What follows belongs to an exercise in optimizing a design on an open flow for small area; a production flow would make more cautious choices. Function was checked by simulation only, so behaviour that the tests miss may differ from the original. The clock port is modelled as an ideal driver; clocking choices that lean on that would not hold on a real chip. Power is estimated from default activity; no workload was simulated.

<file path="flow/design.v">
module uart_rx (
	input wire clk,
	input wire nrst,
	input wire rxd,
	output wire [7:0] data,
	output wire data_v
);
localparam [12:0] L_N = 13'd339;
localparam [12:0] L_N3_2 = 13'd4953;
reg [8:0] sr;
reg [12:0] cnt;
wire idle = sr[0];
wire cnt_low = (cnt == 0);
wire [12:0] cnt_step = {cnt[11:0], cnt[12] ^ cnt[2] ^ (cnt[12] && cnt[11:0] == 0)};
wire start = cnt_low && idle && !rxd;
wire sample = cnt_low && !idle;
assign data = sr[8:1];
assign data_v = idle && (cnt == L_N);
always @(posedge clk) begin
	if (!nrst)
		cnt <= 0;
	else
		cnt <= start ? L_N3_2 : sample ? L_N : cnt_step;
	if (!nrst)
		sr[0] <= 1;
	else if (start)
		sr <= 9'h100;
	else if (sample)
		sr <= {rxd, sr[8:1]};
end
endmodule  
module uart_rx_dbg (
	input wire clk,
	input wire nrst,
	input wire rxd,
	output wire [12:0] data,
	output wire data_v
);
reg [12:0] cnt;
reg rxd_r;
reg edge_r;
wire chg = rxd_r != rxd;
wire stop = cnt[12] & cnt[11] & cnt[9];
assign data = cnt;
assign data_v = edge_r && (cnt >= 13'd3906) && (cnt <= 13'd6510);
always @(posedge clk) begin
	rxd_r <= rxd;
	edge_r <= nrst && chg;
	if (!nrst)
		cnt <= 0;
	else if (edge_r)
		cnt <= {12'b0, !chg};
	else
		cnt <= cnt + {12'b0, !chg && !stop};
end
endmodule  
module uart_tx (
	input wire clk,
	input wire nrst,
	input wire [7:0] data,
	input wire data_valid,
	output reg data_ready,
	output reg txd
);
localparam [12:0] L_N = 13'd339;
reg [12:0] cnt;
reg [3:0] ph;
wire idle = (ph == 1);
wire cnt0 = (cnt == 0);
wire [12:0] cnt_step = {cnt[11:0], cnt[12] ^ cnt[2] ^ (cnt[12] && cnt[11:0] == 0)};
wire [3:0] ph_inc = ph + 4'd1;
always @(posedge clk) begin
	cnt <= (idle || cnt0) ? L_N : cnt_step;
	if (!nrst) begin
		ph <= 1;
		data_ready <= 0;
		txd <= 1;
	end else if (idle) begin
		if (data_valid) begin
			ph <= 7;
			txd <= 0;
		end
	end else if (cnt0) begin
		ph <= ph_inc;
		if (ph == 0)
			data_ready <= 1;
		else
			txd <= ph_inc[3] ? data[ph_inc[2:0]] : 1'b1;
	end
end
endmodule  
module led (
	input wire clk,
	input wire nrst,
	input wire [31:0] data,  
	input wire [1:0] zero,  
	output reg [7:0] led_segments,
	output reg [7:0] led_enable
);
reg [12:0] c_lo;
reg [2:0] c_hi;
reg r1;
reg [3:0] digit;
reg [3:0] digit_d;
wire lo_z = (c_lo[11:0] == 0);
wire [12:0] lo_step = {c_lo[11:0], c_lo[12] ^ c_lo[3] ^ c_lo[2] ^ c_lo[0] ^ lo_z};
wire [12:0] cnt_lo = r1 ? 13'd0 : lo_step;
wire [2:0] cnt_hi = r1 ? 3'd0 : c_hi + (c_lo[12] && lo_z);
always @(posedge clk) begin
	r1 <= !nrst;
	c_lo <= cnt_lo;
	c_hi <= cnt_hi;
	digit_d <= digit;
	if (!nrst)
		digit <= 4'hf;
	else
		digit <= zero[cnt_hi[2]] ? 4'd0 : data[cnt_hi*4 +: 4];
end
localparam [111:0] PAT = {
	7'b000_1110, 7'b000_0110, 7'b010_0001, 7'b100_0110,
	7'b000_0011, 7'b000_1000, 7'b001_0000, 7'b000_0000,
	7'b111_1000, 7'b000_0010, 7'b001_0010, 7'b001_1001,
	7'b011_0000, 7'b010_0100, 7'b111_1001, 7'b100_0000};
wire [6:0] pat = PAT[digit_d*7 +: 7];
always @(*) begin
	led_enable = 8'hff;
	if (!r1) led_enable[c_hi] = 1'b0;
	led_segments = r1 ? 8'hff : {1'b1, pat};
end
endmodule  
module ac4e6_board (
	input wire clk50,
	input wire [3:0] key,
	input wire [7:0] switch,
	input wire ps2_data,
	input wire ps2_sdck,
	input wire ch340_rx,
	output wire ch340_tx,
	output wire buzzer,
	output wire [7:0] led_segments,
	output wire [7:0] led_enable,
	output wire [2:0] vga_rgb,
	output wire vga_hsync,
	output wire vga_vsync,
	output wire [11:0] led
);
assign buzzer = '1;
assign vga_rgb = '1;
assign vga_hsync = '1;
assign vga_vsync = '1;
assign led = '1;
wire nrst;
assign nrst = key[2];
wire [7:0] uart_q;
wire uart_qv;
uart_rx i_uart_rx(clk50, nrst, ch340_rx, uart_q, uart_qv);
wire [12:0] uart_dbg;
wire uart_dbg_v;
uart_rx_dbg i_uart_dbg(clk50, nrst, ch340_rx, uart_dbg, uart_dbg_v);
localparam [2:0] Q_IDLE = 3'b000, Q_NEW = 3'b101, Q_ONE = 3'b100, Q_TWO = 3'b110, Q_NEXT = 3'b001;
reg [7:0] ch340_data;
reg [2:0] q;
wire ch340_data_valid = q[2];
wire ch340_data_ready;
uart_tx i_uart_tx(clk50, nrst, ch340_data, ch340_data_valid, ch340_data_ready, ch340_tx);
always @(posedge clk50) begin
	if (q[0])
		ch340_data <= uart_q;
	if (!nrst)
		q <= Q_IDLE;
	else case (q)
		Q_IDLE: q <= uart_qv ? Q_NEW : Q_IDLE;
		Q_NEW: q <= ch340_data_ready ? Q_IDLE : Q_ONE;
		Q_ONE: q <= ch340_data_ready ? (uart_qv ? Q_NEXT : Q_IDLE) : (uart_qv ? Q_TWO : Q_ONE);
		Q_TWO: q <= ch340_data_ready ? Q_NEXT : Q_TWO;
		default: q <= Q_ONE;  
	endcase
end
reg [12:0] led_lo, led_hi;
reg z_lo, z_hi;
led i_led(clk50, nrst, {3'b0, led_hi, 3'b0, led_lo}, {z_hi, z_lo}, led_segments, led_enable);
always @(posedge clk50) begin
	if (uart_dbg_v) begin
		led_lo <= uart_dbg;
		led_hi <= led_lo;
	end
	if (!nrst) begin
		z_lo <= 1;
		z_hi <= 1;
	end else if (uart_dbg_v) begin
		z_lo <= 0;
		z_hi <= z_lo;
	end
end
endmodule  
</file>
<file path="flow/flow/run.sh">
#!/bin/bash
# The standard ORFS layout (standard.sh: synthesis, floorplan, power grid,
# placement and routing), with these changes:
#  - after the standard synthesis, its combinational cells are mapped again
#    for area by flow/remap.sh (flip-flops and tie cells kept as they are);
#    the standard netlist is kept as 1_2_yosys_standard.v,
#  - clock tree: clkbuf_4 buffers and no dummy loads; afterwards each leaf
#    clock buffer gets the smallest clkbuf size that keeps its flip-flop clock
#    pins' slew under 95 ps, and every other cell is given the smallest
#    equivalent cell that keeps timing and slew/capacitance limits
#    (flow/post_cts.tcl, run as ORFS's POST_CTS_TCL),
#  - port buffers: buf_1 cells,
#  - constant outputs: one tie cell per value instead of one per port.
# The make output goes to standard_flow.log; ORFS's per-step logs are under orfs/logs.
set -euo pipefail
export CTS_ARGS="-sink_clustering_enable -repair_clock_nets -dont_use_dummy_load -buf_list sky130_fd_sc_hd__clkbuf_4"
export POST_CTS_TCL="$(pwd)/flow/post_cts.tcl"
export BUFFER_PORTS_ARGS="-buffer_cell sky130_fd_sc_hd__buf_1"
export SKIP_REPAIR_TIE_FANOUT=1
R=$(pwd)/orfs/results/sky130hd/ac4e6_board/base
bash standard.sh "$R/1_2_yosys.v" > standard_synth.log 2>&1
cp "$R/1_2_yosys.v" "$R/1_2_yosys_standard.v"
bash flow/remap.sh "$R/1_2_yosys_standard.v" "$R/1_2_yosys.v" > remap.log 2>&1
bash standard.sh finish > standard_flow.log 2>&1
</file>
<file path="flow/flow/post_cts.tcl">
# After CTS: give each leaf clock buffer (one that drives flip-flops) the
# smallest clkbuf whose worst flip-flop clock-pin slew, with placement
# parasitics, stays under CLKBUF_SLEW_NS; then re-legalize the placement.
proc clkbuf_sink_slew {name} {
  set worst 0
  foreach p [get_pins -of_objects [get_nets -of_objects [get_pins $name/X]] -filter "direction==input"] {
    set s [get_property $p slew_max]
    if {$s > $worst} { set worst $s }
  }
  return $worst
}
proc clkbuf_fit {} {
  set thr 0.095
  if {[info exists ::env(CLKBUF_SLEW_NS)]} { set thr $::env(CLKBUF_SLEW_NS) }
  set sizes {sky130_fd_sc_hd__clkbuf_2 sky130_fd_sc_hd__clkbuf_4 sky130_fd_sc_hd__clkbuf_8 sky130_fd_sc_hd__clkbuf_16}
  set changed 0
  foreach inst [[ord::get_db_block] getInsts] {
    set m [[$inst getMaster] getName]
    if {[lsearch $sizes $m] < 0} continue
    set out [$inst findITerm X]
    set net [$out getNet]
    if {$net == "NULL" || [$net getSigType] != "CLOCK"} continue
    set leaf 1
    foreach it [$net getITerms] {
      if {[$it isInputSignal] && [lsearch $sizes [[[$it getInst] getMaster] getName]] >= 0} { set leaf 0 }
    }
    if {!$leaf} continue
    set name [$inst getName]
    set best ""
    foreach s $sizes {
      replace_cell [get_cells $name] [get_lib_cells */$s]
      estimate_parasitics -placement
      if {[clkbuf_sink_slew $name] < $thr} { set best $s; break }
    }
    if {$best == ""} { set best [lindex $sizes end] }
    if {$best != $m} { incr changed; puts "clkbuf_fit: $name $m -> $best" }
  }
  detailed_placement
  check_placement -verbose
  estimate_parasitics -placement
  puts "clkbuf_fit: $changed clock buffers resized"
}

# Give every non-clock cell the smallest equivalent cell (same function and
# pins), keeping a change only if it adds no max-slew/max-cap violation and
# the worst setup slack stays above 5 ns.
proc cell_area {lc} {
  set m [[ord::get_db] findMaster [get_name $lc]]
  if {$m == "NULL"} { return 1e9 }
  return [expr {[$m getWidth] * [$m getHeight]}]
}
proc downsize_all {} {
  sta::make_equiv_cells [get_libs *]
  set dont [list]
  foreach c $::env(DONT_USE_CELLS) { lappend dont $c }
  set n 0
  estimate_parasitics -placement
  set base_slew [sta::max_slew_violation_count]
  set base_cap [sta::max_capacitance_violation_count]
  foreach inst [get_cells *] {
    set lc [get_lib_cells -of_objects $inst]
    if {$lc == "" || $lc == "NULL"} continue
    set name [get_name $lc]
    if {[string match "*clkbuf*" $name] || [string match "*clkinv*" $name] || [string match "*conb*" $name] || [string match "*tap*" $name] || [string match "*fill*" $name]} continue
    set equiv [sta::find_equiv_cells $lc]
    if {$equiv == ""} continue
    set cands {}
    foreach e $equiv {
      if {$e == "NULL"} continue
      set en [get_name $e]
      set skip 0
      foreach d $dont { if {[string match $d $en]} { set skip 1 } }
      if {$skip || [string match "*clk*" $en] || [string match "*lpflow*" $en]} continue
      if {[string match "*dfxtp*" $name] != [string match "*dfxtp*" $en]} continue
      if {[string match "*edfxtp*" $name] != [string match "*edfxtp*" $en]} continue
      lappend cands [list [cell_area $e] $en]
    }
    set cands [lsort -real -index 0 $cands]
    set cur [cell_area $lc]
    foreach c $cands {
      lassign $c a en
      if {$a >= $cur} break
      replace_cell $inst [get_lib_cells */$en]
      estimate_parasitics -placement
      if {[sta::max_slew_violation_count] > $base_slew || [sta::max_capacitance_violation_count] > $base_cap || [sta::worst_slack_cmd max] < 5e-9} {
        replace_cell $inst $lc
      } else {
        incr n
        puts "downsize: [get_full_name $inst] $name -> $en"
        break
      }
    }
  }
  estimate_parasitics -placement
  puts "downsize: $n cells downsized"
}

clkbuf_fit
downsize_all
detailed_placement
check_placement -verbose
estimate_parasitics -placement
</file>
<file path="flow/flow/remap.sh">
#!/bin/bash
# remap.sh IN.v OUT.v: re-map the combinational logic of the standard
# synthesis netlist IN.v with Yosys's ABC (default, area-oriented script) and
# write OUT.v. The flip-flops and tie cells are kept as they are (same
# instances, names and cell types); every other cell is read as its liberty
# function and mapped again: ABC restructures it (&deepsyn, 30 s) and maps
# it to the library (&dch, &nf).
set -euo pipefail
IN=$1; OUT=$2
LIB=${FLOW_HOME:-/OpenROAD-flow-scripts/flow}/platforms/sky130hd/lib/sky130_fd_sc_hd__tt_025C_1v80.lib
YOSYS=${FLOW_HOME:-/OpenROAD-flow-scripts/flow}/../tools/install/yosys/bin/yosys
[[ -x $YOSYS ]] || YOSYS=yosys
DU="-dont_use *probe* -dont_use *lpflow* -dont_use *clkbuf* -dont_use *clkinv* -dont_use *clkdly* -dont_use *dlygate* -dont_use *dlymetal* -dont_use *bufbuf* -dont_use *_16 -dont_use *_12"
$YOSYS -p "
read_liberty -ignore_miss_func $LIB
read_verilog -sv $IN
hierarchy -top ac4e6_board
blackbox sky130_fd_sc_hd__*df* sky130_fd_sc_hd__*dl* sky130_fd_sc_hd__conb_1
flatten
opt_clean -purge
abc -liberty $LIB $DU -script +strash;&get,-n;&deepsyn,-T,30;&put;&get,-n;&dch,-f;&nf,-R,1000;&put
opt_clean -purge
setundef -zero
splitnets
hilomap -singleton -hicell sky130_fd_sc_hd__conb_1 HI -locell sky130_fd_sc_hd__conb_1 LO
insbuf -buf sky130_fd_sc_hd__buf_1 A X
opt_clean -purge
read_liberty -overwrite -lib $LIB
hierarchy -top ac4e6_board
stat -liberty $LIB
check -assert -mapped
write_verilog -noattr -nohex -nodec $OUT
"

# Prove the new netlist equivalent to the standard one (flip-flops cut, same
# names on both sides); keep the standard netlist if the proof fails.
if ! $YOSYS -p "
read_liberty -ignore_miss_func $LIB
blackbox sky130_fd_sc_hd__*df* sky130_fd_sc_hd__*dl* sky130_fd_sc_hd__conb_1
read_verilog -sv $IN
rename ac4e6_board gold
read_verilog -sv $OUT
rename ac4e6_board gate
flatten gold gate
opt_clean
equiv_make gold gate eq
hierarchy -top eq
equiv_simple
equiv_induct
equiv_status -assert
"; then
  echo "remap: equivalence not proven, using the standard netlist"
  cp "$IN" "$OUT"
fi
</file>
<file path="flow/standard.sh">
#!/bin/bash
# synth_recipe.tcl (not shown) runs the flow's synth.tcl, then flattens the netlist and writes it again
# the make line also repeats each setting of config.mk as NAME=value (left out here)
make -C /OpenROAD-flow-scripts/flow DESIGN_CONFIG=/design/flow/config.mk WORK_HOME=/design/flow/orfs CLKGATE_MAP_FILE= SYNTH_SCRIPT=/design/flow/synth_recipe.tcl "${@:-finish}"
</file>
<file path="flow/config.mk">
export PLATFORM = sky130hd
export DESIGN_NAME = ac4e6_board
export DESIGN_NICKNAME = ac4e6_board
export VERILOG_FILES = /design/flow/design.v
export SDC_FILE = /design/flow/constraint.sdc
export NUM_CORES = 4
export LEC_CHECK = 0
export CAP_MARGIN = 20
export CORE_MARGIN = 2
export CORE_UTILIZATION = 70
export SLEW_MARGIN = 20
</file>
<file path="flow/constraint.sdc">
create_clock -name core_clock -period 20.0 [get_ports {clk50}]
set_input_delay 4.0000 -clock core_clock [delete_from_list [all_inputs] [get_ports {clk50}]]
set_output_delay 4.0000 -clock core_clock [all_outputs]
set_load 0.01 [all_outputs]
</file>
==> results of run 1 <==
metrics by stage:
| stage | hold WS, ns | power, mW |
|---|---|---|
| floorplan | 0.310 | 0.327 |
| global placement | 0.311 | 0.338 |
| global route | 0.336 | 0.467 |
| detailed placement | 0.315 | 0.340 |
| finish | 0.329 | 0.446 |
registers in the layout, summed over array words and instances, names as in the netlist:
signal / count
ch340_data: 8
i_led.c_hi: 3
i_led.c_lo: 13
i_led.digit: 4
i_led.digit_d: 4
i_led.r1: 1
i_uart_dbg.cnt: 13
i_uart_dbg.edge_r: 1
i_uart_dbg.rxd_r: 1
i_uart_rx.cnt: 13
i_uart_rx.sr: 9
i_uart_tx.cnt: 13
i_uart_tx.data_ready: 1
i_uart_tx.ph: 4
i_uart_tx.txd: 1
led_hi: 13
led_lo: 13
q: 3
z_hi: 1
z_lo: 1
per-layer routing:
metal / GRT usage, % / vias to the layer above / part of all wire (%)
li1: - / 1495 / -
met1: 30.0 / 1394 / 46
met2: 33.7 / 85 / 48
met3: 7.52 / 7 / 5.3
met4: 8.21 / 0 / 0.88
met5: 0 / - / 0
worst paths after layout:
path / to / slack, ns / cells past startpoint
worst max register to register: i_uart_rx.sr[5] / 17.26 / 6
worst min-delay path: i_led.digit_d[1] / 0.33 / 0
worst max-delay path: led_segments[6] / 14.02 / 6
worst min register to register: i_led.digit_d[1] / 0.33 / 0
cell type report:
class	instances	area, um2	area share [%]
multi-input cells	272	1500	32.2
well taps	75	93.8	2.01
repair buffers	20	75.1	1.61
flip-flops and latches	120	2820	60.5
clock buffers	17	141	3.03
inverters	8	30.0	0.643
critical path, stage by stage, from the launching register on:
cell	delay [ns]
dfxtp_1	0.45
nand2b_1	0.22
nand3_1	0.15
o21bai_1	0.21
o21a_1	0.11
o221ai_1	0.18
buf_1	0.17
where the power goes:
group	switching, mW	total, mW	internal [mW]	leakage, nW
Sequential	0.0113	0.283	0.272	0.967
Clock	0.0680	0.111	0.0431	0.0851
Combinational	0.0317	0.0517	0.0200	0.623
Total	0.111	0.446	0.335	1.68
==> run summary, run 1 <==
* Setup crit end kind: primary output
* Worst Path Max Fanout at 8
* Synthesized area at about 4400 um2
* Clock latency (worst-skew pair) at ~0.5 ns
* First-pass GRT wire length at 12300 um
* Crit path time final at 5.98 ns
* Die H at roughly 84 um
* Starting Density at about three quarters
* Highest-count cells in the layout ignoring fill and taps: 78 x dfxtp_1, 55 x nor2_1, 42 x edfxtp_1
* Drt wl/cell at 14.0 um
* Yosys warning count at 5
* Final setup viols at 0
* CTS tree: yes
* Fillers at just over 400
* DP Area at about 4500 um2
* Post-Place Setup Slack at between 10 and 15 ns
* Syn_area_per_cell at ~11 um2
* Antenna Violating Nets Remaining at 0
* Crit path launch: i_led.digit_d[0]
* Most common cell after layout, fill and taps aside: dfxtp_1
* Clock sink count at between 100 and 150
* Vias in the first global route at 2758
* Total GRT Usage at between 20 and 25%
* Clock-pin slew on the worst setup and hold paths at 0.07 ns
* Worst VDD drop at ~0.091 mV
* Dpl hpwl at just under 5000 um
* Min-delay src: i_led.digit[1]
* Port bufs at 18
* Source of the worst register-to-register timing path: i_uart_rx.cnt[2]
* GP Congestion at between 0.9 and 1
* Final Hold Fails at 0
* Layout area overhead at 5.49%
* RSZ-0062 raised after global routing: no
* Core Box Area at 6030 um2
* Skew final at roughly 0.046 ns
* Total gr overflow at 0
* Slew margin rel. at between 30% and 40%
* Max cap viols at 0
* Leak at about 1.7 nW
* Arrival time worst endpoint at a little under 2 ns
* Slew @ Worst Pin at between 0.9 and 1 ns
* Cells after DPL at slightly below 500
* Setup slack after layout at 14.02 ns
* Top Ports at slightly above 50
* Nets at ~460
* Maximum clock frequency at ~170 MHz
* DR pass1 iterations at 4
* N_diodes at 0
* WP data required at between 15 and 20 ns
* Final Cycle Share at between 20% and 30%
* Cells after Synth at 418
* Pwr per Cell Area at 95.5 nW/um2
* Drt total wl at 7180 um
* Finished Layout Cells at 512
* Die X at about 84 um
* FP Rows at 28
* Status: no timing/DRC/antenna violations
* Remaining DRCs at 0
* Number of vias per cell at 5.82
* Net count after synthesis at roughly 430
* Post-layout util at between 70% and 80%
* Final Cell Area at 4670 um2
* Hold Crit Class: reg2reg
* Die ar. at between 6000 and 7000 um2
* Initial drt markers at about 180
* Antenna violations before repair at 0
* Layout cells sized above 1 at around 4%
* Setup TNS at 0 ns
* Final slew viol count at 0
* Largest net degree at the start of global routing at 28
* Crit path kind: reg2out
* Vias at about 3000
* Crit path launch type: flip-flop
==> run 2, diff against run 1 <==
--- a/flow/design.v
+++ b/flow/design.v
@@ -91,7 +91,8 @@
 endmodule  
 module led (
 	input wire clk,
-	input wire nrst,
+	input wire r1,
+	input wire r2,
 	input wire [31:0] data,  
 	input wire [1:0] zero,  
 	output reg [7:0] led_segments,
@@ -99,29 +100,20 @@
 );
 reg [12:0] c_lo;
 reg [2:0] c_hi;
-reg r1;
-reg [3:0] digit;
-reg [3:0] digit_d;
 wire lo_z = (c_lo[11:0] == 0);
 wire [12:0] lo_step = {c_lo[11:0], c_lo[12] ^ c_lo[3] ^ c_lo[2] ^ c_lo[0] ^ lo_z};
-wire [12:0] cnt_lo = r1 ? 13'd0 : lo_step;
-wire [2:0] cnt_hi = r1 ? 3'd0 : c_hi + (c_lo[12] && lo_z);
 always @(posedge clk) begin
-	r1 <= !nrst;
-	c_lo <= cnt_lo;
-	c_hi <= cnt_hi;
-	digit_d <= digit;
-	if (!nrst)
-		digit <= 4'hf;
-	else
-		digit <= zero[cnt_hi[2]] ? 4'd0 : data[cnt_hi*4 +: 4];
+	c_lo <= r1 ? 13'd0 : lo_step;
+	c_hi <= r1 ? 3'd0 : c_hi + (c_lo[12] && lo_z);
 end
+wire [2:0] sel = c_hi - (!c_lo[12] && lo_z);
+wire [3:0] digit = r2 ? 4'hf : zero[sel[2]] ? 4'd0 : data[sel*4 +: 4];
 localparam [111:0] PAT = {
 	7'b000_1110, 7'b000_0110, 7'b010_0001, 7'b100_0110,
 	7'b000_0011, 7'b000_1000, 7'b001_0000, 7'b000_0000,
 	7'b111_1000, 7'b000_0010, 7'b001_0010, 7'b001_1001,
 	7'b011_0000, 7'b010_0100, 7'b111_1001, 7'b100_0000};
-wire [6:0] pat = PAT[digit_d*7 +: 7];
+wire [6:0] pat = PAT[digit*7 +: 7];
 always @(*) begin
 	led_enable = 8'hff;
 	if (!r1) led_enable[c_hi] = 1'b0;
@@ -156,7 +148,14 @@
 uart_rx i_uart_rx(clk50, nrst, ch340_rx, uart_q, uart_qv);
 wire [12:0] uart_dbg;
 wire uart_dbg_v;
-uart_rx_dbg i_uart_dbg(clk50, nrst, ch340_rx, uart_dbg, uart_dbg_v);
+reg r1, r2;
+reg [1:0] rxd_d;
+always @(posedge clk50) begin
+	r1 <= !nrst;
+	r2 <= r1;
+	rxd_d <= {rxd_d[0], ch340_rx};
+end
+uart_rx_dbg i_uart_dbg(clk50, !r2, rxd_d[1], uart_dbg, uart_dbg_v);
 localparam [2:0] Q_IDLE = 3'b000, Q_NEW = 3'b101, Q_ONE = 3'b100, Q_TWO = 3'b110, Q_NEXT = 3'b001;
 reg [7:0] ch340_data;
 reg [2:0] q;
@@ -178,13 +177,13 @@
 end
 reg [12:0] led_lo, led_hi;
 reg z_lo, z_hi;
-led i_led(clk50, nrst, {3'b0, led_hi, 3'b0, led_lo}, {z_hi, z_lo}, led_segments, led_enable);
+led i_led(clk50, r1, r2, {3'b0, led_hi, 3'b0, led_lo}, {z_hi, z_lo}, led_segments, led_enable);
 always @(posedge clk50) begin
 	if (uart_dbg_v) begin
 		led_lo <= uart_dbg;
 		led_hi <= led_lo;
 	end
-	if (!nrst) begin
+	if (r2) begin
 		z_lo <= 1;
 		z_hi <= 1;
 	end else if (uart_dbg_v) begin
--- a/flow/config.mk
+++ b/flow/config.mk
@@ -7,5 +7,5 @@
 export LEC_CHECK = 0
 export CAP_MARGIN = 20
 export CORE_MARGIN = 2
-export CORE_UTILIZATION = 70
+export CORE_UTILIZATION = 85
 export SLEW_MARGIN = 20
==> run 2 against run 1 <==
Count of clock-buffer cells in the layout unchanged; largest cell class unchanged; sequential power is 3% lower; still clean; total power increased by 2.9%; hold slack better by 0.0027 ns; critical path depth up 12.
==> run summary, run 2 <==
* Total gr overflow at 0 (unchanged)
* Max cap viols at 0 (unchanged)
* Pwr per Cell Area at 99.4 nW/um2 (was 95.5 nW/um2)
* Crit path time final at 8.59 ns (was 5.98 ns)
* GP Congestion at 0.949 (was 0.907)
* Worst Path Max Fanout at 7 (was 8)
* Final setup viols at 0 (unchanged)
* Finished Layout Cells at 505 (was 512)
* Layout area overhead at 4.86% (was 5.49%)
* Slowest CP cell: nor4_1 (was dfxtp_1)
* Antenna violations before repair at 0 (unchanged)
* Syn_area_per_cell at 10.5 um2 (was 10.6 um2)
* Net count after synthesis at 434 (unchanged)
* Critical Path Max Stage Delay at 0.41 ns (was 0.45 ns)
* Remaining DRCs at 0 (unchanged)
* Total Power at 0.459 mW (was 0.446 mW)
* N_diodes at 0 (unchanged)
* Final Cycle Share at 43.0% (was 29.9%)
* Crit path kind: reg2out (unchanged)
* Status: no timing/DRC/antenna violations (unchanged)
* Cells after Synth at 418 (unchanged)
* Cells after DPL at 488 (was 495)
* Slew @ Worst Pin at 0.966 ns (was 0.962 ns)
* Layout cells sized above 1 at 4.37% (was 4.12%)
* Most common cell after layout, fill and taps aside: dfxtp_1 (unchanged)
* Clock sink count at 115 (was 120)
* Crit path launch type: flip-flop (unchanged)
* Reg power frac at 59.9% (was 63.5%)
* Die ar. at 5770 um2 (was 6970 um2)
* Internal power at 0.326 mW (was 0.335 mW)
* Critical path cell sequence: nor4_1 > nand4_1 > nor4_1 > xnor2_1 > or2_0 > o221ai_1 > o21a_1 > xnor2_1 > nor2_1 > or2_0 > nand2b_1 > a32o_1 > a21oi_1 > nor2_1 > nand2_1 > o21ai_0 > nand2_1 > buf_1 (was nand2b_1 > nand3_1 > o21bai_1 > o21a_1 > o221ai_1 > buf_1)
* First-pass GRT wire length at 15300 um (was 12300 um)
* Leak at 1.61 nW (was 1.68 nW)
* Worst VDD drop at 0.116 mV (was 0.0906 mV)
* Highest-count cells in the layout ignoring fill and taps: 73 x dfxtp_1, 47 x nor2_1, 42 x edfxtp_1 (was 78 x dfxtp_1, 55 x nor2_1, 42 x edfxtp_1)
* Core Box Area at 5040 um2 (was 6030 um2)
* Starting Density at 87.3% (was 73.4%)
* Sequential Area at 2720 um2 (was 2820 um2)
* Yosys warning count at 5 (unchanged)
* Clk pwr share at 23.4% (was 24.9%)
* Multi-input gate area at 1570 um2 (was 1500 um2)
* Largest net degree at the start of global routing at 28 (unchanged)
* Drt wl/cell at 18.8 um (was 14.0 um)
* Die H at 76.0 um (was 83.5 um)
* Final Hold Fails at 0 (unchanged)
* Nets at 453 (was 455)
* Setup crit end kind: primary output (unchanged)
* Final slew viol count at 0 (unchanged)
* Hold Crit Class: reg2reg (unchanged)
* Clock latency (worst-skew pair) at 0.51 ns (was 0.49 ns)
* RSZ-0062 raised after global routing: no (unchanged)
* Setup TNS at 0 ns (unchanged)
* Initial drt markers at 299 (was 175)
* Clock-pin slew on the worst setup and hold paths at 0.08 ns (was 0.07 ns)
* Largest delay share family, worst path: simple AND/OR/NAND/NOR gates (was compound AO/OA/AOI/OAI gates)
* Synthesized area at 4400 um2 (was 4420 um2)
* FP Rows at 26 (was 28)
* Comb power frac at 16.7% (was 11.6%)
* CTS tree: yes (unchanged)
* WP data required at 16.00 ns (about the same)
* Vias in the first global route at 3191 (was 2758)
* Port bufs at 18 (unchanged)
* DR pass1 iterations at 8 (was 4)
* Dpl hpwl at 6240 um (was 4940 um)
* Number of vias per cell at 6.44 (was 5.82)
* Arrival time worst endpoint at 4.59 ns (was 1.98 ns)
* Sw frac at 28.9% (was 24.9%)
* Slew margin rel. at 35.6% (was 35.8%)
* Sw power at 0.133 mW (was 0.111 mW)
* Drt total wl at 9500 um (was 7180 um)
* Worst Path Buf+Inv at 1 (unchanged)
* Maximum clock frequency at 116 MHz (was 167 MHz)
* Vias at 3251 (was 2981)
* Antenna Violating Nets Remaining at 0 (unchanged)
* Total GRT Usage at 34.7% (was 22.2%)
* Die X at 76.0 um (was 83.5 um)
* Top Ports at 51 (unchanged)
* Skew final at 0.0444 ns (was 0.0463 ns)
* Fillers at 205 (was 405)
## run 2: changes by cell type in the layout (fill, tap and decap cells not counted), moves of 4 or more
cell | previous run | this run
and2_0 | 19 | 15
nor2b_1 | 22 | 27
o21ai_0 | 22 | 17
dfxtp_1 | 78 | 73
o211ai_1 | 5 | 1
nor2_1 | 55 | 47
nand2_1 | 29 | 34
## run 2: path summary, 6_finish.rpt
path                         start         endpoint  slack (ns)  depth (start not counted)
setup / recovery     i_led.c_lo[2]  led_segments[5]       11.41                         18
hold / removal            rxd_d[0]         rxd_d[1]        0.33                          0
setup reg to reg  i_uart_rx.cnt[2]  i_uart_rx.sr[7]       16.53                          9
hold reg to reg           rxd_d[0]         rxd_d[1]        0.33                          0
## run 2: final cells by class
type	instances	area share, %
Multi-Input combinational cell	274	34.0
Timing Repair Buffer	18	1.46
Sequential cell	115	59.0
Inverter	11	0.894
Clock buffer	17	2.74
Tap cell	70	1.90
## run 2: power by group through the flow
stage                     clock network, mW  logic (mW)  registers, mW
after global routing                  0.115      0.0833          0.276
after floorplan                           0      0.0566          0.274
after global placement                    0      0.0669          0.278
after detailed placement                  0      0.0730          0.279
final                                 0.107      0.0767          0.275
## run 2: metrics by stage
stage	setup slack, ns	hold slack, ns	util, %	cell area [um2]
detailed placement	12.12	0.315	89.1	4490
finish	11.41	0.332	91.6	4620
global route	10.98	0.341	91.6	4620
global placement	12.36	0.313	89.1	4490
floorplan	12.88	0.310	-	4400
## run 2: layer usage
layer / wire [um] / vias up / track usage [%]
li1: - / 1496 / -
met5: 0 / - / 0
met2: 4820 / 210 / 59.7
met1: 3540 / 1505 / 40.2
met4: 286 / 0 / 14.9
met3: 845 / 40 / 11.4
==> run 3, diff against run 2 <==
--- a/flow/config.mk
+++ b/flow/config.mk
@@ -7,5 +7,5 @@
 export LEC_CHECK = 0
 export CAP_MARGIN = 20
 export CORE_MARGIN = 2
-export CORE_UTILIZATION = 85
+export CORE_UTILIZATION = 70
 export SLEW_MARGIN = 20
==> run 3 against run 2 <==
Still clean; clock skew is 0.00056 ns lower; fmax rose by 3.4%; count of clock-buffer cells in the layout is the same; cell count increased by 0.99%; clock power about the same; setup slack better by 0.28 ns; non-clock buffer count did not move; flip-flop and latch count is the same; total power is 1.1% lower.
==> run summary, run 3 <==
* Status: no timing/DRC/antenna violations (unchanged)
* Largest delay share family, worst path: simple AND/OR/NAND/NOR gates (unchanged)
* Final setup viols at 0 (unchanged)
* Finished Layout Cells at 510 (was 505)
* Fillers at 408 (was 205)
* Final Cycle Share at 41.5% (was 43.0%)
* Die H at 83.3 um (was 76.0 um)
* Clock sink count at 115 (unchanged)
* Largest net degree at the start of global routing at 28 (unchanged)
* Yosys warning count at 5 (unchanged)
* Core Box Area at 5990 um2 (was 5040 um2)
* Drt wl/cell at 15.0 um (was 18.8 um)
* Max cap viols at 0 (unchanged)
* Port bufs at 18 (unchanged)
* Slew @ Worst Pin at 0.984 ns (was 0.966 ns)
* Vias in the first global route at 2881 (was 3191)
* Cells after DPL at 493 (was 488)
* Synthesized area at 4400 um2 (unchanged)
* Crit path kind: reg2out (unchanged)
* Vias at 3016 (was 3251)
* Drt total wl at 7660 um (was 9500 um)
* FP Rows at 28 (was 26)
* Total gr overflow at 0 (unchanged)
* Most frequent CP cell: nor2_1
* Setup slack after layout at 11.69 ns (was 11.41 ns)
* N_diodes at 0 (unchanged)
* Pwr per Cell Area at 97.8 nW/um2 (was 99.4 nW/um2)
* Antenna Violating Nets Remaining at 0 (unchanged)
* Top Ports at 51 (unchanged)
* WP data required at 16.00 ns (about the same)
* Skew final at 0.0438 ns (was 0.0444 ns)
* Clock latency (worst-skew pair) at 0.50 ns (was 0.51 ns)
* GRT met3 Usage at 8.55% (was 11.4%)
* Slowest CP cell: nor2_1 (was nor4_1)
* Critical path cell sequence: nor4_1 > nand4_1 > o31a_1 > nor2_1 > mux2i_1 > o22ai_1 > o21a_1 > xnor2_1 > nor2_1 > or2_0 > nand2b_1 > a32o_1 > a21oi_1 > nor2_1 > nand2_1 > o21ai_0 > nand2_1 > buf_1 (was nor4_1 > nand4_1 > nor4_1 > xnor2_1 > or2_0 > o221ai_1 > o21a_1 > xnor2_1 > nor2_1 > or2_0 > nand2b_1 > a32o_1 > a21oi_1 > nor2_1 > nand2_1 > o21ai_0 > nand2_1 > buf_1)
* Total Power at 0.453 mW (was 0.459 mW)
* Clk pwr share at 24.1% (was 23.4%)
* Layout cells sized above 1 at 4.37% (unchanged)
* Total GRT Usage at 23.7% (was 34.7%)
* Nets at 453 (unchanged)
* Leak at 1.62 nW (was 1.61 nW)
* Cells after Synth at 418 (unchanged)
* First-pass GRT wire length at 13100 um (was 15300 um)
* Crit path time final at 8.31 ns (was 8.59 ns)
* Sw frac at 27.2% (was 28.9%)
* Dpl hpwl at 5440 um (was 6240 um)
* Comb power frac at 15.6% (was 16.7%)
* Final hold slack at 0.332 ns (about the same)
* Worst Path Max Fanout at 7 (unchanged)
* Crit path launch type: flip-flop (unchanged)
* Die X at 83.3 um (was 76.0 um)
* Worst VDD drop at 0.0813 mV (was 0.116 mV)
* Maximum clock frequency at 120 MHz (was 116 MHz)
* Setup crit end kind: primary output (unchanged)
* Antenna violations before repair at 0 (unchanged)
* Slew margin rel. at 34.3% (was 35.6%)
* Syn_area_per_cell at 10.5 um2 (unchanged)
* Highest-count cells in the layout ignoring fill and taps: 73 x dfxtp_1, 47 x nor2_1, 42 x edfxtp_1 (unchanged)
* Number of vias per cell at 5.91 (was 6.44)
* Sw power at 0.123 mW (was 0.133 mW)
* Setup TNS at 0 ns (unchanged)
* Final slew viol count at 0 (unchanged)
* Most common cell after layout, fill and taps aside: dfxtp_1 (unchanged)
* Final Hold Fails at 0 (unchanged)
* Hold Crit Class: reg2reg (unchanged)
* Remaining DRCs at 0 (unchanged)
* Initial drt markers at 129 (was 299)
* RSZ-0062 raised after global routing: no (unchanged)
* Internal power at 0.330 mW (was 0.326 mW)
* Layout area overhead at 5.29% (was 4.86%)
* Clock-pin slew on the worst setup and hold paths at 0.08 ns (about the same)
* Reg power frac at 60.3% (was 59.9%)
* Arrival time worst endpoint at 4.31 ns (was 4.59 ns)
* Post-Place Setup Slack at 12.23 ns (was 12.12 ns)
* GRT busiest layer: met2 (unchanged)
* Met2 Usage GRT at 39.4% (was 59.7%)
* GR Util met1 at 29.9% (was 40.2%)
* Die ar. at 6940 um2 (was 5770 um2)
* Critical Path Max Stage Delay at 0.48 ns (was 0.41 ns)
* DR pass1 iterations at 5 (was 8)
* GP Congestion at 0.825 (was 0.949)
* CTS tree: yes (unchanged)
* Net count after synthesis at 434 (unchanged)
* Starting Density at 73.5% (was 87.3%)
* Worst Path Buf+Inv at 1 (unchanged)
==> run 3: final cells by class <==
| cell class | count | area, um2 | area share [%] |
|---|---|---|---|
| clock buffer | 17 | 139 | 3.00 |
| inverter | 11 | 41.3 | 0.891 |
| multi-input combinational | 274 | 1570 | 33.9 |
| sequential | 115 | 2720 | 58.7 |
| tap | 75 | 93.8 | 2.02 |
| timing repair buffer | 18 | 67.6 | 1.46 |
==> run 3: power by group through the flow <==
stage                     clock, mW  combinational [mW]  sequential (mW)
final                         0.109              0.0709            0.273
after global routing          0.122              0.0812            0.276
after floorplan                   0              0.0566            0.274
after detailed placement          0              0.0706            0.278
after global placement            0              0.0678            0.278
==> run 3: path summary, 6_finish.rpt <==
path	startpoint	endpoint	slack [ns]	cells past startpoint
setup / recovery	i_led.c_lo[1]	led_segments[5]	11.69	18
hold / removal	rxd_d[0]	rxd_d[1]	0.33	0
setup reg to reg	i_uart_rx.cnt[2]	i_uart_rx.sr[5]	16.87	9
hold reg to reg	rxd_d[0]	rxd_d[1]	0.33	0
==> run 3: stage by stage <==
stage | util [%] | area (um2)
floorplan | - | 4400
global placement | 75.1 | 4500
detailed placement | 75.1 | 4500
global route | 77.4 | 4640
finish | 77.4 | 4640
==> run 3: per-layer routing <==
metal	share of wire, %	vias to the layer above	routed length (um)
met5	0	-	0
met4	0.60	0	46
met3	6.0	6	462
met2	50	89	3810
met1	44	1428	3340
li1	-	1493	-
==> run 4, diff against run 3 <==
--- a/flow/design.v
+++ b/flow/design.v
@@ -102,11 +102,13 @@
 reg [2:0] c_hi;
 wire lo_z = (c_lo[11:0] == 0);
 wire [12:0] lo_step = {c_lo[11:0], c_lo[12] ^ c_lo[3] ^ c_lo[2] ^ c_lo[0] ^ lo_z};
+wire [2:0] hi_next = c_hi + (c_lo[12] && lo_z);
 always @(posedge clk) begin
-	c_lo <= r1 ? 13'd0 : lo_step;
-	c_hi <= r1 ? 3'd0 : c_hi + (c_lo[12] && lo_z);
+	c_lo <= r2 ? 13'd0 : lo_step;
+	c_hi <= r2 ? 3'd0 : hi_next;
 end
-wire [2:0] sel = c_hi - (!c_lo[12] && lo_z);
+wire [2:0] en_sel = r2 ? 3'd0 : hi_next;
+wire [2:0] sel = c_hi;
 wire [3:0] digit = r2 ? 4'hf : zero[sel[2]] ? 4'd0 : data[sel*4 +: 4];
 localparam [111:0] PAT = {
 	7'b000_1110, 7'b000_0110, 7'b010_0001, 7'b100_0110,
@@ -116,7 +118,7 @@
 wire [6:0] pat = PAT[digit*7 +: 7];
 always @(*) begin
 	led_enable = 8'hff;
-	if (!r1) led_enable[c_hi] = 1'b0;
+	if (!r1) led_enable[en_sel] = 1'b0;
 	led_segments = r1 ? 8'hff : {1'b1, pat};
 end
 endmodule  
@@ -176,19 +178,20 @@
 	endcase
 end
 reg [12:0] led_lo, led_hi;
-reg z_lo, z_hi;
+wire z_lo = &led_lo[12:10];
+wire z_hi = &led_hi[12:10];
 led i_led(clk50, r1, r2, {3'b0, led_hi, 3'b0, led_lo}, {z_hi, z_lo}, led_segments, led_enable);
 always @(posedge clk50) begin
+	if (r2) begin
+		led_lo[12:10] <= 3'b111;
+		led_hi[12:10] <= 3'b111;
+	end else if (uart_dbg_v) begin
+		led_lo[12:10] <= uart_dbg[12:10];
+		led_hi[12:10] <= led_lo[12:10];
+	end
 	if (uart_dbg_v) begin
-		led_lo <= uart_dbg;
-		led_hi <= led_lo;
-	end
-	if (r2) begin
-		z_lo <= 1;
-		z_hi <= 1;
-	end else if (uart_dbg_v) begin
-		z_lo <= 0;
-		z_hi <= z_lo;
+		led_lo[9:0] <= uart_dbg[9:0];
+		led_hi[9:0] <= led_lo[9:0];
 	end
 end
 endmodule  
==> run 4 against run 3 <==
Count of clock-buffer cells in the layout is the same; critical endpoint is now led_segments[6]; hold slack lost 0.0016 ns; largest power group unchanged; largest cell class unchanged; utilization shrank 1.4 points.
==> run summary, run 4 <==
* Synthesized area at 4270 um2 (was 4400 um2)
* Total Power at 0.420 mW (was 0.453 mW)
* Internal power at 0.313 mW (was 0.330 mW)
* Most frequent CP cell: or2_0 (was nor2_1)
* Comb power frac at 11.7% (was 15.6%)
* GRT busiest layer: met2 (unchanged)
* Post-Place Setup Slack at 12.89 ns (was 12.23 ns)
* Worst VDD drop at 0.0795 mV (was 0.0813 mV)
* RSZ-0062 raised after global routing: no (unchanged)
* Antenna Violating Nets Remaining at 0 (unchanged)
* WP data required at 16.00 ns (about the same)
* Net count after synthesis at 421 (was 434)
* Total GRT Usage at 23.4% (was 23.7%)
* Total gr overflow at 0 (unchanged)
* Setup crit end kind: primary output (unchanged)
* Worst Path Max Fanout at 11 (was 7)
* Final Hold Fails at 0 (unchanged)
* Fillers at 429 (was 408)
* Maximum clock frequency at 130 MHz (was 120 MHz)
* Slew @ Worst Pin at 0.909 ns (was 0.984 ns)
* Leak at 1.62 nW (about the same)
* GRT met3 Usage at 7.91% (was 8.55%)
* Final Cycle Share at 38.5% (was 41.5%)
* Status: no timing/DRC/antenna violations (unchanged)
* Initial drt markers at 113 (was 129)
* First-pass GRT wire length at 11600 um (was 13100 um)
* Yosys warning count at 5 (unchanged)
* Dpl hpwl at 4890 um (was 5440 um)
* Vias in the first global route at 2645 (was 2881)
* Critical Path Max Stage Delay at 0.56 ns (was 0.48 ns)
* Pwr per Cell Area at 93.3 nW/um2 (was 97.8 nW/um2)
* Crit path launch type: flip-flop (unchanged)
* Final slew viol count at 0 (unchanged)
* Largest net degree at the start of global routing at 29 (was 28)
* Crit path time final at 7.70 ns (was 8.31 ns)
* Clock-pin slew on the worst setup and hold paths at 0.09 ns (was 0.08 ns)
* Met2 Usage GRT at 35.0% (was 39.4%)
* Drt wl/cell at 14.4 um (was 15.0 um)
* Die H at 82.1 um (was 83.3 um)
* Layout area overhead at 5.45% (was 5.29%)
* Remaining DRCs at 0 (unchanged)
* Crit path kind: reg2out (unchanged)
* Setup TNS at 0 ns (unchanged)
* Core Box Area at 5920 um2 (was 5990 um2)
* Slowest CP cell: dfxtp_1 (was nor2_1)
* Clock sink count at 113 (was 115)
* Critical path cell sequence: or2_0 > o22ai_1 > o41ai_1 > or2_0 > nor2_1 > nor3_1 > o21ai_0 > a21o_1 > or3b_1 > o211ai_1 > a211oi_1 > a21oi_1 > buf_1 (was nor4_1 > nand4_1 > o31a_1 > nor2_1 > mux2i_1 > o22ai_1 > o21a_1 > xnor2_1 > nor2_1 > or2_0 > nand2b_1 > a32o_1 > a21oi_1 > nor2_1 > nand2_1 > o21ai_0 > nand2_1 > buf_1)
* GR Util met1 at 30.6% (was 29.9%)
* CTS tree: yes (unchanged)
* Starting Density at 72.1% (was 73.5%)
* Hold Crit Class: reg2reg (unchanged)
* Layout cells sized above 1 at 4.73% (was 4.37%)
* Sw frac at 25.5% (was 27.2%)
* Top Ports at 51 (unchanged)
* Antenna violations before repair at 0 (unchanged)
* Clk pwr share at 25.2% (was 24.1%)
* N_diodes at 0 (unchanged)
* Die ar. at 6740 um2 (was 6940 um2)
* Final setup viols at 0 (unchanged)
* Highest-count cells in the layout ignoring fill and taps: 77 x dfxtp_1, 42 x nor2_1, 36 x edfxtp_1 (was 73 x dfxtp_1, 47 x nor2_1, 42 x edfxtp_1)
* Vias at 2947 (was 3016)
* GP Congestion at 0.811 (was 0.825)
* Skew final at 0.0475 ns (was 0.0438 ns)
* Sw power at 0.107 mW (was 0.123 mW)
* Cells after Synth at 405 (was 418)
* Number of vias per cell at 5.92 (was 5.91)
* Most common cell after layout, fill and taps aside: dfxtp_1 (unchanged)
* FP Rows at 28 (unchanged)
* DR pass1 iterations at 5 (unchanged)
* Slew margin rel. at 39.3% (was 34.3%)
* Worst Path Buf+Inv at 1 (unchanged)
* Die X at 82.1 um (was 83.3 um)
* Largest delay share family, worst path: simple AND/OR/NAND/NOR gates (unchanged)
* Drt total wl at 7160 um (was 7660 um)
* Reg power frac at 63.2% (was 60.3%)
* Syn_area_per_cell at 10.5 um2 (about the same)
* Nets at 441 (was 453)
* Clock latency (worst-skew pair) at 0.51 ns (was 0.50 ns)
* Arrival time worst endpoint at 3.70 ns (was 4.31 ns)
* Port bufs at 18 (unchanged)
* Setup slack after layout at 12.30 ns (was 11.69 ns)
* Max cap viols at 0 (unchanged)
## run 4: cell types whose count changed in the layout (fill, tap and decap cells not counted), moves of 6 or more
cell,change
o21ai_0,-10
mux2i_1,-6
nand2_1,-8
edfxtp_1,-6
nor3_1,+8
## run 4: final timing paths
| check | from | slack, ns | cells after the start | endpoint |
|---|---|---|---|---|
| max | i_led.c_hi[2] | 12.30 | 13 | led_segments[6] |
| min | rxd_d[0] | 0.33 | 0 | rxd_d[1] |
| max reg2reg | i_uart_rx.cnt[2] | 16.77 | 8 | i_uart_rx.sr[4] |
| min reg2reg | rxd_d[0] | 0.33 | 0 | rxd_d[1] |
## run 4: cell type report
cell class              count  area [um2]  area share (%)
well taps                  75        93.8            2.09
repair buffers             19        71.3            1.59
inverters                  11        41.3           0.918
clock buffers              17         130            2.89
flip-flops and latches    113        2620            58.3
multi-input cells         263        1540            34.2
## run 4: metrics by stage
step | utilization (%) | area [um2] | hold slack, ns | cells
2_1_floorplan | - | 4270 | 0.310 | 405
3_3_place_gp | 73.8 | 4370 | 0.313 | 481
3_5_place_dp | 73.8 | 4370 | 0.315 | 481
5_1_grt | 76.0 | 4500 | 0.335 | 498
6_report | 76.0 | 4500 | 0.331 | 498
## run 4: power by group through the flow
| stage | Combinational [mW] | Sequential, mW | Clock, mW |
|---|---|---|---|
| finish | 0.0491 | 0.265 | 0.106 |
| global route | 0.0559 | 0.267 | 0.115 |
| detailed placement | 0.0484 | 0.270 | 0 |
| global placement | 0.0470 | 0.269 | 0 |
| floorplan | 0.0392 | 0.267 | 0 |
## run 4: per-layer routing
metal  vias to the layer above  wire length, um
li1                       1479                -
met1                      1383             3430
met2                        66             3220
met3                        19              355
met4                         0              149
met5                         -                0
==> run 5, diff against run 4 <==
--- a/flow/design.v
+++ b/flow/design.v
@@ -65,27 +65,29 @@
 localparam [12:0] L_N = 13'd339;
 reg [12:0] cnt;
 reg [3:0] ph;
-wire idle = (ph == 1);
+wire idle = (ph == 0);
 wire cnt0 = (cnt == 0);
 wire [12:0] cnt_step = {cnt[11:0], cnt[12] ^ cnt[2] ^ (cnt[12] && cnt[11:0] == 0)};
-wire [3:0] ph_inc = ph + 4'd1;
+wire [3:0] bi = ph - 4'd1;
 always @(posedge clk) begin
 	cnt <= (idle || cnt0) ? L_N : cnt_step;
 	if (!nrst) begin
-		ph <= 1;
+		ph <= 0;
 		data_ready <= 0;
 		txd <= 1;
 	end else if (idle) begin
 		if (data_valid) begin
-			ph <= 7;
+			ph <= 1;
 			txd <= 0;
 		end
 	end else if (cnt0) begin
-		ph <= ph_inc;
-		if (ph == 0)
+		if (ph == 10) begin
+			ph <= 0;
 			data_ready <= 1;
-		else
-			txd <= ph_inc[3] ? data[ph_inc[2:0]] : 1'b1;
+		end else begin
+			ph <= ph + 1;
+			txd <= (ph == 9) ? 1'b1 : data[bi[2:0]];
+		end
 	end
 end
 endmodule  
==> run 5 against run 4 <==
Clock skew hardly changed; synthesized cell count is 3.5% lower; utilization is 0.19 points higher; routed wire length is 5.6% higher; synthesized area is 0.26% higher; flip-flop and latch count stayed put.
==> run summary, run 5 <==
* Status: no timing/DRC/antenna violations (unchanged)
* Top Ports at 51 (unchanged)
* Setup TNS at 0 ns (unchanged)
* Crit path time final at 7.96 ns (was 7.70 ns)
* Largest net degree at the start of global routing at 29 (unchanged)
* Antenna violations before repair at 0 (unchanged)
* Worst VDD drop at 0.0786 mV (was 0.0795 mV)
* Most common cell after layout, fill and taps aside: dfxtp_1 (unchanged)
* FP Rows at 28 (unchanged)
* N_diodes at 0 (unchanged)
* Maximum clock frequency at 126 MHz (was 130 MHz)
* Drt wl/cell at 15.6 um (was 14.4 um)
* Initial drt markers at 149 (was 113)
* Hold Crit Class: reg2reg (unchanged)
* Setup crit end kind: primary output (unchanged)
* Antenna Violating Nets Remaining at 0 (unchanged)
* Fillers at 400 (was 429)
* Remaining DRCs at 0 (unchanged)
* Core Box Area at 5920 um2 (unchanged)
* Final setup viols at 0 (unchanged)
* Arrival time worst endpoint at 3.96 ns (was 3.70 ns)
* Final slew viol count at 0 (unchanged)
* Yosys warning count at 5 (unchanged)
* Largest delay share family, worst path: compound AO/OA/AOI/OAI gates (was simple AND/OR/NAND/NOR gates)
* Layout cells sized above 1 at 5.62% (was 4.73%)
* Syn_area_per_cell at 10.9 um2 (was 10.5 um2)
* DP Area at 4380 um2 (was 4370 um2)
* Most frequent CP cell: a21oi_1 (was or2_0)
* Dpl hpwl at 5260 um (was 4890 um)
* Slew @ Worst Pin at 0.893 ns (was 0.909 ns)
* Final Cell Area at 4510 um2 (was 4500 um2)
* Slowest CP cell: dfxtp_1 (unchanged)
* First-pass GRT wire length at 12200 um (was 11600 um)
* WP data required at 16.00 ns (about the same)
* Port bufs at 18 (unchanged)
* Synthesized area at 4280 um2 (was 4270 um2)
* Nets at 427 (was 441)
* Slew margin rel. at 40.4% (was 39.3%)
* Vias at 2890 (was 2947)
* R2R setup slack at 17.20 ns (was 16.77 ns)
* Crit path kind: reg2out (unchanged)
* Cells after Synth at 391 (was 405)
* Clock sink count at 113 (unchanged)
* Critical path cell sequence: mux4_2 > nor2b_1 > a221oi_1 > a2111oi_0 > a31oi_1 > nor3b_1 > nand2b_1 > mux2i_1 > a21oi_1 > a21oi_1 > buf_1 (was or2_0 > o22ai_1 > o41ai_1 > or2_0 > nor2_1 > nor3_1 > o21ai_0 > a21o_1 > or3b_1 > o211ai_1 > a211oi_1 > a21oi_1 > buf_1)
* Vias in the first global route at 2705 (was 2645)
* Crit path launch type: flip-flop (unchanged)
* Total GRT Usage at 24.7% (was 23.4%)
* DR pass1 iterations at 5 (unchanged)
* GP Congestion at 0.796 (was 0.811)
* Starting Density at 72.3% (was 72.1%)
* Worst Path Max Fanout at 12 (was 11)
* Layout area overhead at 5.44% (was 5.45%)
* Die H at 82.2 um (was 82.1 um)
* Die ar. at 6750 um2 (was 6740 um2)
* Leak at 1.60 nW (was 1.62 nW)
* Die X at 82.2 um (was 82.1 um)
* Final Hold Fails at 0 (unchanged)
* Clock latency (worst-skew pair) at 0.49 ns (was 0.51 ns)
* Max cap viols at 0 (unchanged)
* Worst Path Buf+Inv at 1 (unchanged)
* Skew final at 0.0475 ns (about the same)
* Number of vias per cell at 5.97 (was 5.92)
* RSZ-0062 raised after global routing: no (unchanged)
* Pwr per Cell Area at 95.7 nW/um2 (was 93.3 nW/um2)
* Final Cycle Share at 39.8% (was 38.5%)
* CTS tree: yes (unchanged)
* Net count after synthesis at 407 (was 421)
* Total gr overflow at 0 (unchanged)
* Highest-count cells in the layout ignoring fill and taps: 77 x dfxtp_1, 46 x nor2_1, 36 x edfxtp_1 (was 77 x dfxtp_1, 42 x nor2_1, 36 x edfxtp_1)
* Critical Path Max Stage Delay at 0.64 ns (was 0.56 ns)
* Clock-pin slew on the worst setup and hold paths at 0.08 ns (was 0.09 ns)
* Drt total wl at 7560 um (was 7160 um)
## run 5: final timing paths
| path | startpoint | end | depth (start not counted) |
|---|---|---|---|
| max | i_led.c_hi[1] | led_segments[5] | 11 |
| min | rxd_d[0] | rxd_d[1] | 0 |
| max reg2reg | i_uart_rx.cnt[11] | i_uart_rx.sr[3] | 7 |
| min reg2reg | rxd_d[0] | rxd_d[1] | 0 |
## run 5: through the flow
step	hold WS (ns)	total power, mW	utilization (%)	cells	setup WS [ns]
3_3_place_gp	0.313	0.325	74.0	467	12.62
3_5_place_dp	0.315	0.328	74.0	467	12.55
2_1_floorplan	0.310	0.314	-	391	12.95
5_1_grt	0.330	0.453	76.2	484	11.68
6_report	0.324	0.431	76.2	484	12.04
## run 5: per-layer routing
| layer | up-vias | share of wire (%) | wire length [um] | global-route usage (%) |
|---|---|---|---|---|
| met4 | 0 | 1.4 | 108 | 9.33 |
| met1 | 1378 | 45 | 3370 | 29.7 |
| met5 | - | 0 | 0 | 0 |
| met2 | 58 | 50 | 3790 | 41.6 |
| met3 | 14 | 3.7 | 282 | 7.93 |
| li1 | 1440 | - | - | - |
## run 5: cell type report
cell class	instances	area, um2	share of cell area [%]
inverter	8	30.0	0.666
multi-input combinational	252	1560	34.5
clock buffer	17	135	3.00
timing repair buffer	19	71.3	1.58
sequential	113	2620	58.1
tap	75	93.8	2.08
## run 5: power breakdown
| part | switching, mW | internal (mW) |
|---|---|---|
| registers | 0.0125 | 0.258 |
| logic | 0.0327 | 0.0206 |
| clock network | 0.0666 | 0.0410 |
==> run 6, diff against run 5 <==
==> flow/flow/remap.sh (replaced) <==
#!/bin/bash
# remap.sh IN.v OUT.v: re-map the combinational logic of the standard
# synthesis netlist IN.v with Yosys's ABC and write OUT.v. The flip-flops and
# tie cells are kept as they are (same instances, names and cell types);
# every other cell is read as its liberty function and mapped again: ABC
# restructures it (&deepsyn, 30 s) and maps it to the library (&dch, &nf).
# &deepsyn is run with four random seeds and the smallest result is kept.
# Each run's Yosys output goes to remap_<seed>.log in the current folder.
set -euo pipefail
IN=$1; OUT=$2
LIB=${FLOW_HOME:-/OpenROAD-flow-scripts/flow}/platforms/sky130hd/lib/sky130_fd_sc_hd__tt_025C_1v80.lib
YOSYS=${FLOW_HOME:-/OpenROAD-flow-scripts/flow}/../tools/install/yosys/bin/yosys
[[ -x $YOSYS ]] || YOSYS=yosys
DU="-dont_use *probe* -dont_use *lpflow* -dont_use *clkbuf* -dont_use *clkinv* -dont_use *clkdly* -dont_use *dlygate* -dont_use *dlymetal* -dont_use *bufbuf* -dont_use *_16 -dont_use *_12"

run_seed() {
$YOSYS -p "
read_liberty -ignore_miss_func $LIB
read_verilog -sv $IN
hierarchy -top ac4e6_board
blackbox sky130_fd_sc_hd__*df* sky130_fd_sc_hd__*dl* sky130_fd_sc_hd__conb_1
flatten
opt_clean -purge
abc -liberty $LIB $DU -script +strash;&get,-n;&deepsyn,-T,30,-S,$1;&put;&get,-n;&dch,-f;&nf,-R,1000;&put
opt_clean -purge
setundef -zero
splitnets
hilomap -singleton -hicell sky130_fd_sc_hd__conb_1 HI -locell sky130_fd_sc_hd__conb_1 LO
insbuf -buf sky130_fd_sc_hd__buf_1 A X
opt_clean -purge
read_liberty -overwrite -lib $LIB
hierarchy -top ac4e6_board
tee -o remap_$1.area stat -liberty $LIB
check -assert -mapped
write_verilog -noattr -nohex -nodec $OUT.$1
" > remap_$1.log 2>&1
}

for s in 1 2 3 4; do run_seed $s & done
wait
best=""; best_area=""
for s in 1 2 3 4; do
  [[ -f $OUT.$s ]] || continue
  a=$(grep "Chip area" remap_$s.area | awk '{print $NF}')
  echo "remap: seed $s area $a"
  if [[ -z $best ]] || awk "BEGIN{exit !($a < $best_area)}"; then best=$s; best_area=$a; fi
done
if [[ -z $best ]]; then
  echo "remap: no result, using the standard netlist"
  cp "$IN" "$OUT"
  exit 0
fi
echo "remap: using seed $best"
cp "$OUT.$best" "$OUT"

# Prove the new netlist equivalent to the standard one (flip-flops cut, same
# names on both sides); keep the standard netlist if the proof fails.
if ! $YOSYS -p "
read_liberty -ignore_miss_func $LIB
blackbox sky130_fd_sc_hd__*df* sky130_fd_sc_hd__*dl* sky130_fd_sc_hd__conb_1
read_verilog -sv $IN
rename ac4e6_board gold
read_verilog -sv $OUT
rename ac4e6_board gate
flatten gold gate
opt_clean
equiv_make gold gate eq
hierarchy -top eq
equiv_simple
equiv_induct
equiv_status -assert
" > remap_equiv.log 2>&1; then
  echo "remap: equivalence not proven, using the standard netlist"
  cp "$IN" "$OUT"
else
  echo "remap: equivalence proven"
fi
==> run 6 against run 5 <==
Cell count rose by 3.1%; combinational power is 13% lower; flip-flop and latch count stayed put; register-to-register slack got worse by 0.19 ns; still clean on timing, DRC and antenna; synthesized area fell by 0.70%; count of clock-buffer cells in the layout did not move; critical path type unchanged; critical path depth unchanged; routed wire length is 2.6% lower; total power decreased by 1.0%; hold slack gained 0.032 ns; largest power group unchanged; via count increased by 3.4%; fmax rose by 11%.
==> run summary, run 6 <==
* Antenna violations before repair at 0 (unchanged)
* N_diodes at 0 (unchanged)
* Final Cycle Share at 35.9% (was 39.8%)
* Clock sink count at 113 (unchanged)
* Highest-count cells in the layout ignoring fill and taps: 77 x dfxtp_1, 44 x nor2_1, 36 x edfxtp_1 (was 77 x dfxtp_1, 46 x nor2_1, 36 x edfxtp_1)
* DR pass1 iterations at 5 (unchanged)
* Core Box Area at 5890 um2 (was 5920 um2)
* Syn_area_per_cell at 10.5 um2 (was 10.9 um2)
* Total GRT Usage at 23.7% (was 24.7%)
* DP Area at 4360 um2 (was 4380 um2)
* Die ar. at 6710 um2 (was 6750 um2)
* Antenna Violating Nets Remaining at 0 (unchanged)
* R2R setup slack at 17.01 ns (was 17.20 ns)
* Synthesized area at 4250 um2 (was 4280 um2)
* Final slew viol count at 0 (unchanged)
* Skew final at 0.0477 ns (was 0.0475 ns)
* Dpl hpwl at 5090 um (was 5260 um)
* WP data required at 16.00 ns (about the same)
* Worst Path Max Fanout at 15 (was 12)
* Crit path launch type: flip-flop (unchanged)
* Remaining DRCs at 0 (unchanged)
* Maximum clock frequency at 139 MHz (was 126 MHz)
* Worst VDD drop at 0.0811 mV (was 0.0786 mV)
* Starting Density at 72.2% (was 72.3%)
* Arrival time worst endpoint at 3.19 ns (was 3.96 ns)
* Max cap viols at 0 (unchanged)
* Finished Layout Cells at 499 (was 484)
* Nets at 442 (was 427)
* RSZ-0062 raised after global routing: no (unchanged)
* Fillers at 399 (was 400)
* Yosys warning count at 5 (unchanged)
* Top Ports at 51 (unchanged)
* Net count after synthesis at 421 (was 407)
* Vias at 2988 (was 2890)
* Drt wl/cell at 14.8 um (was 15.6 um)
* Slew margin rel. at 38.6% (was 40.4%)
* Pwr per Cell Area at 95.2 nW/um2 (was 95.7 nW/um2)
* FP Rows at 28 (unchanged)
* Initial drt markers at 174 (was 149)
* Final setup viols at 0 (unchanged)
* Most frequent CP cell: nor2_1 (was a21oi_1)
* Layout area overhead at 5.57% (was 5.44%)
* Layout cells sized above 1 at 4.48% (was 5.62%)
* Slowest CP cell: dfxtp_1 (unchanged)
* Hold Crit Class: reg2reg (unchanged)
* Total gr overflow at 0 (unchanged)
* GP Congestion at 0.798 (was 0.796)
* Clock latency (worst-skew pair) at 0.50 ns (was 0.49 ns)
* Most common cell after layout, fill and taps aside: dfxtp_1 (unchanged)
* Crit path kind: reg2out (unchanged)
* Cells after Synth at 405 (was 391)
* Drt total wl at 7360 um (was 7560 um)
* Critical path cell sequence: nand2b_1 > o22ai_1 > nor4_1 > a221oi_1 > nand2_1 > nor2_1 > nor2_1 > o211ai_1 > o21ai_0 > o31ai_1 > buf_1 (was mux4_2 > nor2b_1 > a221oi_1 > a2111oi_0 > a31oi_1 > nor3b_1 > nand2b_1 > mux2i_1 > a21oi_1 > a21oi_1 > buf_1)
* Final Hold Fails at 0 (unchanged)
* Setup crit end kind: primary output (unchanged)
* Largest delay share family, worst path: compound AO/OA/AOI/OAI gates (unchanged)
* Die H at 81.9 um (was 82.2 um)
* Setup TNS at 0 ns (unchanged)
* Final Cell Area at 4480 um2 (was 4510 um2)
* Leak at 1.61 nW (was 1.60 nW)
* Port bufs at 18 (unchanged)
* Slew @ Worst Pin at 0.919 ns (was 0.893 ns)
* Status: no timing/DRC/antenna violations (unchanged)
* Number of vias per cell at 5.99 (was 5.97)
* Die X at 81.9 um (was 82.2 um)
* First-pass GRT wire length at 11800 um (was 12200 um)
* Worst Path Buf+Inv at 1 (unchanged)
* Clock-pin slew on the worst setup and hold paths at 0.08 ns (about the same)
* Cells after DPL at 482 (was 467)
* CTS tree: yes (unchanged)
* Vias in the first global route at 2589 (was 2705)
* Crit path time final at 7.19 ns (was 7.96 ns)
* Largest net degree at the start of global routing at 30 (was 29)
* Critical Path Max Stage Delay at 0.63 ns (was 0.64 ns)
## run 6: changes by cell type in the layout (fill, tap and decap cells not counted), sizes merged, moves of 4 or more
| cell | before | now |
|---|---|---|
| o21a | 6 | 2 |
| nand2 | 12 | 22 |
| a21oi | 25 | 21 |
| nor2b | 28 | 24 |
| nand2b | 6 | 10 |
| o21ai | 8 | 25 |
| and2 | 17 | 13 |
| mux4 | 6 | 2 |
## run 6: final timing paths
path | startpoint | endpoint | cells past startpoint
worst max-delay path | i_led.c_hi[2] | led_segments[2] | 11
worst max register to register | i_uart_rx.cnt[5] | i_uart_rx.sr[2] | 7
worst min register to register | rxd_d[0] | rxd_d[1] | 0
worst min-delay path | rxd_d[0] | rxd_d[1] | 0
## run 6: final cells by class
type	count	area, um2	share of cell area [%]
inverters	10	37.5	0.837
repair buffers	20	75.1	1.67
clock buffers	17	135	3.01
well taps	75	93.8	2.09
flip-flops and latches	113	2620	58.5
multi-input cells	264	1520	33.9
## run 6: through the flow
| stage | hold slack, ns | worst slack (ns) | util, % | total power [mW] |
|---|---|---|---|---|
| after floorplan | 0.310 | 13.65 | - | 0.309 |
| after global placement | 0.320 | 13.40 | 74.0 | 0.322 |
| after detailed placement | 0.324 | 13.35 | 74.0 | 0.324 |
| after global routing | 0.362 | 12.44 | 76.2 | 0.447 |
| final | 0.356 | 12.81 | 76.2 | 0.427 |
## run 6: per-layer routing
metal / vias to the layer above / GRT usage [%] / wire, um
li1: 1486 / - / -
met4: 0 / 9.00 / 91
met3: 11 / 7.25 / 436
met2: 87 / 37.8 / 3430
met1: 1404 / 30.4 / 3410
met5: - / 0 / 0
## run 6: power by group
group | switching [mW] | leakage, nW | internal, mW
logic | 0.0282 | 0.607 | 0.0182
registers | 0.0130 | 0.919 | 0.258
clock network | 0.0685 | 0.0825 | 0.0410
total | 0.110 | 1.61 | 0.317

[what the ideal ports hide]
No port has a modelled driver above. Below, the same layouts with a new extraction and two added sets of constraints. Step 1, drivers: a clkbuf_16 drives clk50 and a buf_2 each remaining input, both assumed. Step 2 adds t to the input delays and takes it off the output delays; t is the mean of the earliest and latest rising clock arrival at the registers after step 1. Input paths then give back, and output paths get back, about the clock's delay inside the block. Slacks: ideal ports / drivers / drivers and shift; pairs: ideal ports / drivers.
run | t (ns) | setup WS [ns] | worst setup path at the end | clock arrival spread, ns | worst data-port slew with drivers (ns)
run 1 | 0.497 | 14.017 / 13.990 / 13.867 | input to register | 0.051 / 0.051 | 0.03
run 2 | 0.516 | 11.408 / 11.378 / 11.894 | register to output | 0.048 / 0.047 | 0.03
run 3 | 0.503 | 11.690 / 11.665 / 12.168 | register to output | 0.044 / 0.044 | 0.03
run 4 | 0.514 | 12.300 / 12.271 / 12.785 | register to output | 0.050 / 0.050 | 0.03
run 5 | 0.498 | 12.037 / 12.008 / 12.506 | register to output | 0.052 / 0.052 | 0.03
run 6 | 0.506 | 12.811 / 12.787 / 13.292 | register to output | 0.053 / 0.053 | 0.03
After both steps every run listed still meets setup and hold. The setup slack of run 1, which loses most, moves by -0.027 ns with the drivers and by -0.150 ns with both steps.
